Background: an optimization exercise with open tools, aiming at small area. Do not read the settings as production practice.
At most, simulation tests tie the RTL to the original design; equivalence was not proved.

==> run D: inputs <==
==> flow/design.v <==
module controller (
	input clk,
	input key3, input key2, input key1, input key0,
	input reset,
	output [1:0] oop, oair,
	output reg [1:0] az, bz, cz,
	output reg win
);
	reg [1:0] op, air;
	reg stale;
	reg [1:0] last;
	wire a_on = (az == op) & (air != 2'd1);
	wire b_on = (bz == op) & (air != 2'd2);
	wire c_on = (cz == op) & (air != 2'd3);
	wire won = (air == 2'd0) & (az == 2'd2) & (bz == 2'd2) & (cz == 2'd2);
	wire up = ~key3;
	wire down = key3 & ~key2;
	wire left = key3 & key2 & ~key1;
	wire right = key3 & key2 & key1 & ~key0;
	wire lift = up & (air == 2'd0) & (a_on | b_on | c_on);
	wire put = down & ((air == 2'd1) | ((air == 2'd2) & (az != op)) |
		((air == 2'd3) & (az != op) & (bz != op)));
	wire go_l = left & (op != 2'd0);
	wire go_r = right & (op != 2'd2);
	wire change = lift | put | go_l | go_r;
	wire copy = ~down | (air != 2'd0);
	always @(posedge clk) begin
		if (!reset) begin
			op <= 2'd0; air <= 2'd0; az <= 2'd0; bz <= 2'd0; cz <= 2'd0;
			stale <= 1'b0; last <= 2'd0;
			win <= 1'b0;
		end else if (won) begin
			win <= 1'b1;
		end else begin
			if (change) begin
				stale <= 1'b1;
				last <= go_r ? 2'd3 : go_l ? 2'd2 : put ? 2'd1 : 2'd0;
			end else if (copy) begin
				stale <= 1'b0;
			end
			if (lift) air <= a_on ? 2'd1 : b_on ? 2'd2 : 2'd3;
			if (put) begin
				air <= 2'd0;
				if (air == 2'd1) az <= op;
				if (air == 2'd2) bz <= op;
				if (air == 2'd3) cz <= op;
			end
			if (go_l) op <= op - 2'd1;
			if (go_r) op <= op + 2'd1;
		end
	end
	wire moved = stale & last[1];
	assign oop = moved ? (last[0] ? op - 2'd1 : op + 2'd1) : op;
	wire [1:0] top = (az == op) ? 2'd1 : (bz == op) ? 2'd2 : 2'd3;
	assign oair = (stale & (last == 2'd0)) ? 2'd0 : (stale & (last == 2'd1)) ? top : air;
endmodule
module HanoiTower (clk, rst, reset, key, r, g, b, clk_vga, hsync, vsync, VGA_BLANK_N, VGA_SYNC_N);
	input clk;
	input rst;
	input reset;
	input [3:0] key;
	output [7:0] r;
	output [7:0] g;
	output [7:0] b;
	output clk_vga;
	output hsync;
	output vsync;
	output VGA_BLANK_N;
	output VGA_SYNC_N;
	reg clk_vga;
	reg [9:0] x;   
	reg [9:0] y;   
	reg vs;
	wire x_end = x[9] & x[8] & x[5];           
	wire y_end = y[9] & y[3] & y[2] & y[0];    
	wire vga_rise = ~clk_vga;
	wire [9:0] x_inc = x + {9'd0, vga_rise};
	wire [9:0] y_inc = y + {9'd0, vga_rise & x_end};
	always @(posedge clk or negedge rst) begin
		if (!rst) begin
			clk_vga <= 1'b0;
			x <= 10'd0;
			y <= 10'd0;
			vs <= 1'b1;
		end else begin
			clk_vga <= ~clk_vga;
			x <= (vga_rise & x_end) ? 10'd0 : x_inc;
			y <= (vga_rise & y_end) ? 10'd0 : y_inc;
			if (vga_rise) begin
				if (y == 10'd0) vs <= 1'b0;
				else if (y == 10'd2) vs <= 1'b1;
			end
		end
	end
	assign hsync = ~((x != 10'd0) & (x <= 10'd96));
	assign vsync = vs;
	assign VGA_SYNC_N = 1'b0;
	assign VGA_BLANK_N = (x >= 10'd160) & (y >= 10'd45);
	wire [1:0] oop, oair, oaz, obz, ocz;
	wire win;
	controller ctl (
		.clk(clk), .key3(key[3]), .key2(key[2]), .key1(key[1]), .key0(key[0]),
		.reset(reset),
		.oop(oop), .oair(oair), .az(oaz), .bz(obz), .cz(ocz), .win(win)
	);
	wire [1:0] oap = (oair == 2'd1) ? 2'd0 :
		2'd3 - {1'b0, (obz == oaz) & (oair != 2'd2)} - {1'b0, (ocz == oaz) & (oair != 2'd3)};
	reg [1:0] sa_z, sa_p, sb_z, sc_z, s_op, s_air;
	always @(posedge clk) begin
		sa_z <= (oair == 2'd1) ? oop : oaz; sa_p <= oap;
		if (clk_vga) begin
			sb_z <= obz; sc_z <= ocz; s_air <= oair;
			s_op <= oop;
		end
	end
	function in_x(input [9:0] v, input integer lo, input integer hi);
		in_x = (v >= lo + 144) && (v <= hi + 144);
	endfunction
	function in_y(input [9:0] v, input integer lo, input integer hi);
		in_y = (v >= lo + 35) && (v <= hi + 35);
	endfunction
	wire [3:0] yband;
	assign yband[0] = in_y(y, 25, 55);
	assign yband[1] = in_y(y, 285, 315);
	assign yband[2] = in_y(y, 330, 360);
	assign yband[3] = in_y(y, 375, 405);
	wire [2:0] xa, xb, xc, xp;
	assign xa[0] = in_x(x, 113, 193);
	assign xa[1] = in_x(x, 278, 358);
	assign xa[2] = in_x(x, 446, 526);
	assign xb[0] = in_x(x, 97, 209);
	assign xb[1] = in_x(x, 262, 374);
	assign xb[2] = in_x(x, 430, 542);
	assign xc[0] = in_x(x, 81, 225);
	assign xc[1] = in_x(x, 246, 390);
	assign xc[2] = in_x(x, 414, 558);
	assign xp[0] = in_x(x, 145, 161);
	assign xp[1] = in_x(x, 310, 326);
	assign xp[2] = in_x(x, 478, 494);
	wire [1:0] sb_p = (s_air == 2'd2) ? 2'd0 : ((sc_z == sb_z) & (s_air != 2'd3)) ? 2'd2 : 2'd3;
	wire sc_air = (s_air == 2'd3);
	wire is_a = xa[sa_z] & yband[sa_p];
	wire is_b = xb[(s_air == 2'd2) ? s_op : sb_z] & yband[sb_p];
	wire is_c = xc[sc_air ? s_op : sc_z] & (sc_air ? yband[0] : yband[3]);
	wire is_dot = xp[s_op] & in_y(y, 442, 458);
	wire is_fund = (in_x(x, 28, 612) & in_y(y, 420, 480)) | ((xp != 3'd0) & in_y(y, 80, 420));
	wire yel =
		(in_x(x, 20, 35) & in_y(y, 155, 195)) |
		(in_x(x, 35, 50) & in_y(y, 195, 235)) |
		(in_x(x, 50, 65) & in_y(y, 235, 325)) |
		(in_x(x, 65, 80) & in_y(y, 195, 235)) |
		(in_x(x, 80, 95) & in_y(y, 155, 195)) |
		(in_x(x, 125, 170) & in_y(y, 155, 170)) |
		(in_x(x, 125, 170) & in_y(y, 310, 325)) |
		(in_x(x, 110, 125) & in_y(y, 170, 310)) |
		(in_x(x, 170, 185) & in_y(y, 170, 310)) |
		(in_x(x, 200, 215) & in_y(y, 155, 310)) |
		(in_x(x, 260, 275) & in_y(y, 155, 310)) |
		(in_x(x, 215, 260) & in_y(y, 310, 325)) |
		(in_x(x, 310, 325) & in_y(y, 155, 232)) |
		(in_x(x, 325, 340) & in_y(y, 232, 309)) |
		(in_x(x, 340, 355) & in_y(y, 309, 325)) |
		(in_x(x, 355, 370) & in_y(y, 232, 309)) |
		(in_x(x, 370, 380) & in_y(y, 190, 232)) |
		(in_x(x, 380, 395) & in_y(y, 232, 309)) |
		(in_x(x, 395, 410) & in_y(y, 309, 325)) |
		(in_x(x, 410, 425) & in_y(y, 232, 309)) |
		(in_x(x, 425, 440) & in_y(y, 155, 232)) |
		(in_x(x, 455, 515) & in_y(y, 155, 170)) |
		(in_x(x, 477, 492) & in_y(y, 170, 310)) |
		(in_x(x, 455, 515) & in_y(y, 310, 325)) |
		(in_x(x, 530, 545) & in_y(y, 155, 325)) |
		(in_x(x, 545, 555) & in_y(y, 155, 170)) |
		(in_x(x, 555, 570) & in_y(y, 170, 240)) |
		(in_x(x, 570, 585) & in_y(y, 240, 310)) |
		(in_x(x, 585, 595) & in_y(y, 310, 325)) |
		(in_x(x, 595, 610) & in_y(y, 155, 325)) |
		(in_x(x, 625, 640) & in_y(y, 155, 275)) |
		(in_x(x, 625, 640) & in_y(y, 295, 325));
	localparam K = 3'b000, GB = 3'b010, CB = 3'b001, DT = 3'b101, AR = 3'b100, FD = 3'b110, YW = 3'b111;
	reg [2:0] cls;
	always @(posedge clk) begin
		if (clk_vga) begin
			if (win) cls <= {3{yel}};
			else begin
				cls[2] <= is_dot | is_a | (is_fund & ~is_b & ~is_c);
				cls[1] <= is_b | (is_fund & ~is_a & ~is_c & ~is_dot);
				cls[0] <= is_dot | is_c;
			end
		end
	end
	wire c2 = cls[2], c1 = cls[1], c0 = cls[0];
	wire r1  = c2;                  
	wire r2  = c2 & ~(c0 & ~c1);    
	wire g7  = c1;                  
	wire g6  = (c1 & ~c2) | (c0 & c2);  
	wire g5  = c1 & (c0 | ~c2);     
	wire g3  = c1 & ~(c2 & c0);     
	wire g2  = (c1 & ~(c2 & c0)) | (c2 & c0 & ~c1);  
	wire g0  = (c1 & ~c2) | (c2 & c0 & ~c1);  
	wire b1  = c0 & ~c2;            
	wire b2  = c0 & ~c1;            
	assign r = {r1, r2, r2, r2, r1, r2, r1, r1};
	assign g = {g7, g6, g5, g5, g3, g2, g5, g0};
	assign b = {b1, b1, b1, b2, b1, b1, b2, b2};
endmodule
==> flow/flow/run.sh <==
#!/bin/bash
# Own layout flow: the standard flow (standard.sh), with these changes:
#  - yosys does not map adders to half/full adder cells before ABC, so ABC
#    optimises the counters' incrementers with the rest of the logic;
#  - the port buffers that global placement inserts on every input and output
#    are the smallest buffer cell (sky130_fd_sc_hd__buf_1);
#  - clock tree synthesis uses clkbuf_4/clkbuf_8 and adds no dummy loads.
set -euo pipefail
HERE=$(pwd)
SEEDS=16
SEEDS2=8
ABC=$(command -v yosys-abc)
LIB=$FLOW_HOME/platforms/sky130hd/lib/sky130_fd_sc_hd__tt_025C_1v80.lib
ARGS=(SCRIPTS_DIR="$HERE/scripts_mod" ADDER_MAP_FILE=
	"BUFFER_PORTS_ARGS=-buffer_cell sky130_fd_sc_hd__buf_1"
	"CTS_ARGS=-sink_clustering_enable -repair_clock_nets -dont_use_dummy_load -buf_list {sky130_fd_sc_hd__clkbuf_4 sky130_fd_sc_hd__clkbuf_8}")

rm -rf "$HERE/scripts_mod" "$HERE/orfs" "$HERE/seeds"
cp -r "$FLOW_HOME/scripts" "$HERE/scripts_mod"

# 1. Record the combinational logic that synthesis hands to ABC
printf 'strash\nwrite_aiger %s\nmap\n' "$HERE/abc_in.aig" > "$HERE/scripts_mod/abc_speed.script"
bash standard.sh "${ARGS[@]}" synth > "$HERE/synth_probe.log" 2>&1
DONT_USE=$(grep -m1 '^abc -script' "$HERE"/orfs/logs/*/*/*/1_2_yosys.log | grep -o -- '-dont_use [^ ]*' | sed 's/-dont_use /-X /' | tr '\n' ' ')
rm -rf "$HERE/orfs"

# 2. Optimise and map it: deepsyn with each seed, then, from the best
#    result, a second deepsyn round with each of fewer seeds
mkdir -p "$HERE/seeds"
run_chain() {  # run_chain NAME SEED... : deepsyn rounds with these seeds, then map
	local name=$1; shift
	local cmds=""
	for s in "$@"; do cmds="$cmds; &get -n; &deepsyn -J 40 -T 900 -S $s; &put; strash"; done
	"$ABC" -c "read_lib $DONT_USE -w $LIB; read $HERE/abc_in.aig; strash$cmds; source $HERE/flow/map.script; print_stats" > "$HERE/seeds/$name.log" 2>&1
}
export -f run_chain
export ABC LIB HERE DONT_USE
best_of() {  # best_of PREFIX N : the seed whose run PREFIX_seed gave the least area
	for s in $(seq 1 $2); do
		a=$(grep -o 'area *= *[0-9.]*' "$HERE/seeds/$1_$s.log" | tail -1 | grep -o '[0-9.]*$')
		echo "$a $s"
	done | sort -n -k1,1 -k2,2 | head -1 | awk '{print $2}'
}
seq 1 $SEEDS | xargs -P "${NUM_CORES:-4}" -I{} bash -c 'run_chain r1_{} {}'
S1=$(best_of r1 $SEEDS)
seq 1 $SEEDS2 | xargs -P "${NUM_CORES:-4}" -I{} bash -c "run_chain r2_{} $S1 {}"
S2=$(best_of r2 $SEEDS2)
A1=$(grep -o 'area *= *[0-9.]*' "$HERE/seeds/r1_$S1.log" | tail -1 | grep -o '[0-9.]*$')
A2=$(grep -o 'area *= *[0-9.]*' "$HERE/seeds/r2_$S2.log" | tail -1 | grep -o '[0-9.]*$')
CHAIN="$S1"
if awk -v a="$A2" -v b="$A1" 'BEGIN { exit !(a < b) }'; then CHAIN="$S1 $S2"; fi
echo "seeds: $CHAIN (round 1: seed $S1, $A1; round 2: seed $S2, $A2)" > "$HERE/seeds/best.txt"

# 3. The real flow, with the chosen seed
{ echo strash; for s in $CHAIN; do printf '&get -n\n&deepsyn -J 40 -T 900 -S %s\n&put\nstrash\n' "$s"; done; cat "$HERE/flow/map.script"; } > "$HERE/scripts_mod/abc_speed.script"
bash standard.sh "${ARGS[@]}" finish > "$HERE/standard.log" 2>&1
==> flow/flow/map.script <==
strash
dch -f
map -a
strash
dch -f
amap
topo
==> flow/standard.sh <==
#!/bin/bash
# synth_recipe.tcl (not shown) runs the flow's synth.tcl, then flattens the netlist and writes it again
# the make line also repeats each setting of config.mk as NAME=value (left out here)
make -C /OpenROAD-flow-scripts/flow DESIGN_CONFIG=/design/flow/config.mk WORK_HOME=/design/flow/orfs CLKGATE_MAP_FILE= SYNTH_SCRIPT=/design/flow/synth_recipe.tcl "${@:-finish}"
==> flow/config.mk <==
export PLATFORM = sky130hd
export DESIGN_NAME = HanoiTower
export DESIGN_NICKNAME = HanoiTower
export VERILOG_FILES = /design/flow/design.v
export SDC_FILE = /design/flow/constraint.sdc
export NUM_CORES = 4
export LEC_CHECK = 0
export CAP_MARGIN = 20
export CORE_MARGIN = 2
export CORE_UTILIZATION = 40
export SLEW_MARGIN = 20
==> flow/constraint.sdc <==
create_clock -name core_clock -period 8.0 [get_ports {clk}]
set_input_delay 1.6000 -clock core_clock [delete_from_list [all_inputs] [get_ports {clk}]]
set_output_delay 1.6000 -clock core_clock [all_outputs]
set_load 0.01 [all_outputs]
==> run B (differences from run D) <==
--- a/flow/design.v
+++ b/flow/design.v
@@ -4,7 +4,6 @@
 	input reset,
-	output [1:0] oop, oair,
-	output reg [1:0] az, bz, cz,
+	output [1:0] oop, oair, oaz, obz, ocz,
 	output reg win
 );
-	reg [1:0] op, air;
+	reg [1:0] op, air, az, bz, cz;
 	reg stale;
@@ -15,2 +14,6 @@
 	wire won = (air == 2'd0) & (az == 2'd2) & (bz == 2'd2) & (cz == 2'd2);
+	wire left_ok = (op != 2'd0);
+	wire right_ok = (op != 2'd2);
+	wire [1:0] op_l = op - 2'd1;
+	wire [1:0] op_r = op + 2'd1;
 	wire up = ~key3;
@@ -22,4 +25,4 @@
 		((air == 2'd3) & (az != op) & (bz != op)));
-	wire go_l = left & (op != 2'd0);
-	wire go_r = right & (op != 2'd2);
+	wire go_l = left & left_ok;
+	wire go_r = right & right_ok;
 	wire change = lift | put | go_l | go_r;
@@ -41,10 +44,15 @@
 			if (lift) air <= a_on ? 2'd1 : b_on ? 2'd2 : 2'd3;
-			if (put) begin
-				air <= 2'd0;
-				if (air == 2'd1) az <= op;
-				if (air == 2'd2) bz <= op;
-				if (air == 2'd3) cz <= op;
-			end
-			if (go_l) op <= op - 2'd1;
-			if (go_r) op <= op + 2'd1;
+			if (put) air <= 2'd0;
+			if (go_l) begin
+				op <= op_l;
+				if (air == 2'd1) az <= op_l;
+				if (air == 2'd2) bz <= op_l;
+				if (air == 2'd3) cz <= op_l;
+			end
+			if (go_r) begin
+				op <= op_r;
+				if (air == 2'd1) az <= op_r;
+				if (air == 2'd2) bz <= op_r;
+				if (air == 2'd3) cz <= op_r;
+			end
 		end
@@ -55,2 +63,5 @@
 	assign oair = (stale & (last == 2'd0)) ? 2'd0 : (stale & (last == 2'd1)) ? top : air;
+	assign oaz = (moved & (air == 2'd1)) ? oop : az;
+	assign obz = (moved & (air == 2'd2)) ? oop : bz;
+	assign ocz = (moved & (air == 2'd3)) ? oop : cz;
 endmodule
@@ -103,3 +114,3 @@
 		.reset(reset),
-		.oop(oop), .oair(oair), .az(oaz), .bz(obz), .cz(ocz), .win(win)
+		.oop(oop), .oair(oair), .oaz(oaz), .obz(obz), .ocz(ocz), .win(win)
 	);
@@ -109,4 +120,5 @@
 	always @(posedge clk) begin
-		sa_z <= (oair == 2'd1) ? oop : oaz; sa_p <= oap;
-		if (clk_vga) begin
+		if (!clk_vga) begin
+			sa_z <= oaz; sa_p <= oap;
+		end else begin
 			sb_z <= obz; sc_z <= ocz; s_air <= oair;
@@ -142,4 +154,4 @@
 	wire is_a = xa[sa_z] & yband[sa_p];
-	wire is_b = xb[(s_air == 2'd2) ? s_op : sb_z] & yband[sb_p];
-	wire is_c = xc[sc_air ? s_op : sc_z] & (sc_air ? yband[0] : yband[3]);
+	wire is_b = xb[sb_z] & yband[sb_p];
+	wire is_c = xc[sc_z] & (sc_air ? yband[0] : yband[3]);
 	wire is_dot = xp[s_op] & in_y(y, 442, 458);
==> flow/flow/run.sh (replaced) <==
#!/bin/bash
# Own layout flow: the standard flow (standard.sh), with these changes:
#  - synthesis maps the combinational logic with an area-oriented ABC script
#    (deep logic synthesis from four random seeds, each followed by
#    area-recovering mapping; the smallest mapping is kept); the registers are
#    mapped exactly as in the standard synthesis;
#  - yosys does not map adders to half/full adder cells before ABC, so ABC
#    optimises the counters' incrementers with the rest of the logic;
#  - the port buffers that global placement inserts on every input and output
#    are the smallest buffer cell (sky130_fd_sc_hd__buf_1);
#  - clock tree synthesis uses clkbuf_4/clkbuf_8 and adds no dummy loads.
set -euo pipefail
HERE=$(pwd)
rm -rf "$HERE/scripts_mod"
cp -r "$FLOW_HOME/scripts" "$HERE/scripts_mod"
cp "$HERE/flow/abc_area.script" "$HERE/scripts_mod/abc_speed.script"
bash standard.sh SCRIPTS_DIR="$HERE/scripts_mod" ADDER_MAP_FILE= \
	"BUFFER_PORTS_ARGS=-buffer_cell sky130_fd_sc_hd__buf_1" \
	"CTS_ARGS=-sink_clustering_enable -repair_clock_nets -dont_use_dummy_load -sink_clustering_size 30 -sink_clustering_max_diameter 150 -buf_list {sky130_fd_sc_hd__clkbuf_4 sky130_fd_sc_hd__clkbuf_8}" \
	finish > "$HERE/standard.log" 2>&1
==> flow/flow/abc_area.script (new file) <==
strash
&get -n
&saveaig
&loadaig
&deepsyn -T 60 -S 1
&put
strash
dch -f
map -a
strash
dch -f
amap
save -a
&loadaig
&deepsyn -T 60 -S 2
&put
strash
dch -f
map -a
strash
dch -f
amap
save -a
&loadaig
&deepsyn -T 60 -S 3
&put
strash
dch -f
map -a
strash
dch -f
amap
save -a
&loadaig
&deepsyn -T 60 -S 4
&put
strash
dch -f
map -a
strash
dch -f
amap
save -a
load
topo
removed: flow/flow/map.script
==> impl_summary.txt <==
----------------------------------------------------
[Setup path]
  Series of cell instances along the critical path ... clkinv_1 -> o21ai_0 -> nand2_1 -> a221oi_1 -> a221oi_1 -> a2111oi_0 -> nand3_1 -> a22oi_1 -> nor2_1 -> a21oi_1 -> nor2_1 -> nor3b_1 -> a31oi_1 -> nor2_1 -> clkinv_1 -> nor2b_1 -> o22ai_1
  Crit Reg-Reg Startpoint ... x[4]

[Floorplanning]
  Boundary pin count ... 36
  Vertical die dimension ... 101 µm

[Run status]
  Run status ... finished clean

[STA]
  Number of setup violations in the final report ... 0

[GRT]
  Number of global-route vias before repair ... 3,766

----------------------------------------------------
That was run D.
==> impl_summary.txt <==
----------------------------------------------------
[Yosys]
  Synth Warn # ... 2

[Run status]
  Err ... ERROR: Syntax error in line 20!
  Last flow stage reached ... synthesis (1_2_yosys)
  Run status ... stopped before the end

----------------------------------------------------
That was run B.
The RTL of run B was laid out without a check of its function.

==> port drivers added, routing unchanged <==
No port has a modelled driver above. Below, the same layout with a new extraction and two added sets of constraints.
Step 1 (the two cells are an assumption about what drives the block):
set clk [get_ports {clk}]
set_driving_cell -lib_cell sky130_fd_sc_hd__clkbuf_16 $clk
set_driving_cell -lib_cell sky130_fd_sc_hd__buf_2 [delete_from_list [all_inputs] $clk]
Step 2 adds t to the input delays and takes it off the output delays; t is the mean of the earliest and latest rising clock arrival at the registers after step 1. Input paths then give back, and output paths get back, about the clock's delay inside the block.
Three values: no drivers, after step 1, after step 2; two values: the first two.
run: run D
t, ns: 0.334
setup slack, ns: 3.752 / 3.752 / 3.752
hold slack, ns: 0.482 / 0.482 / 0.482
After both steps run D still meets setup and hold. For run D, drivers alone change the setup slack by 0.000 ns; drivers and shift together by 0.000 ns.
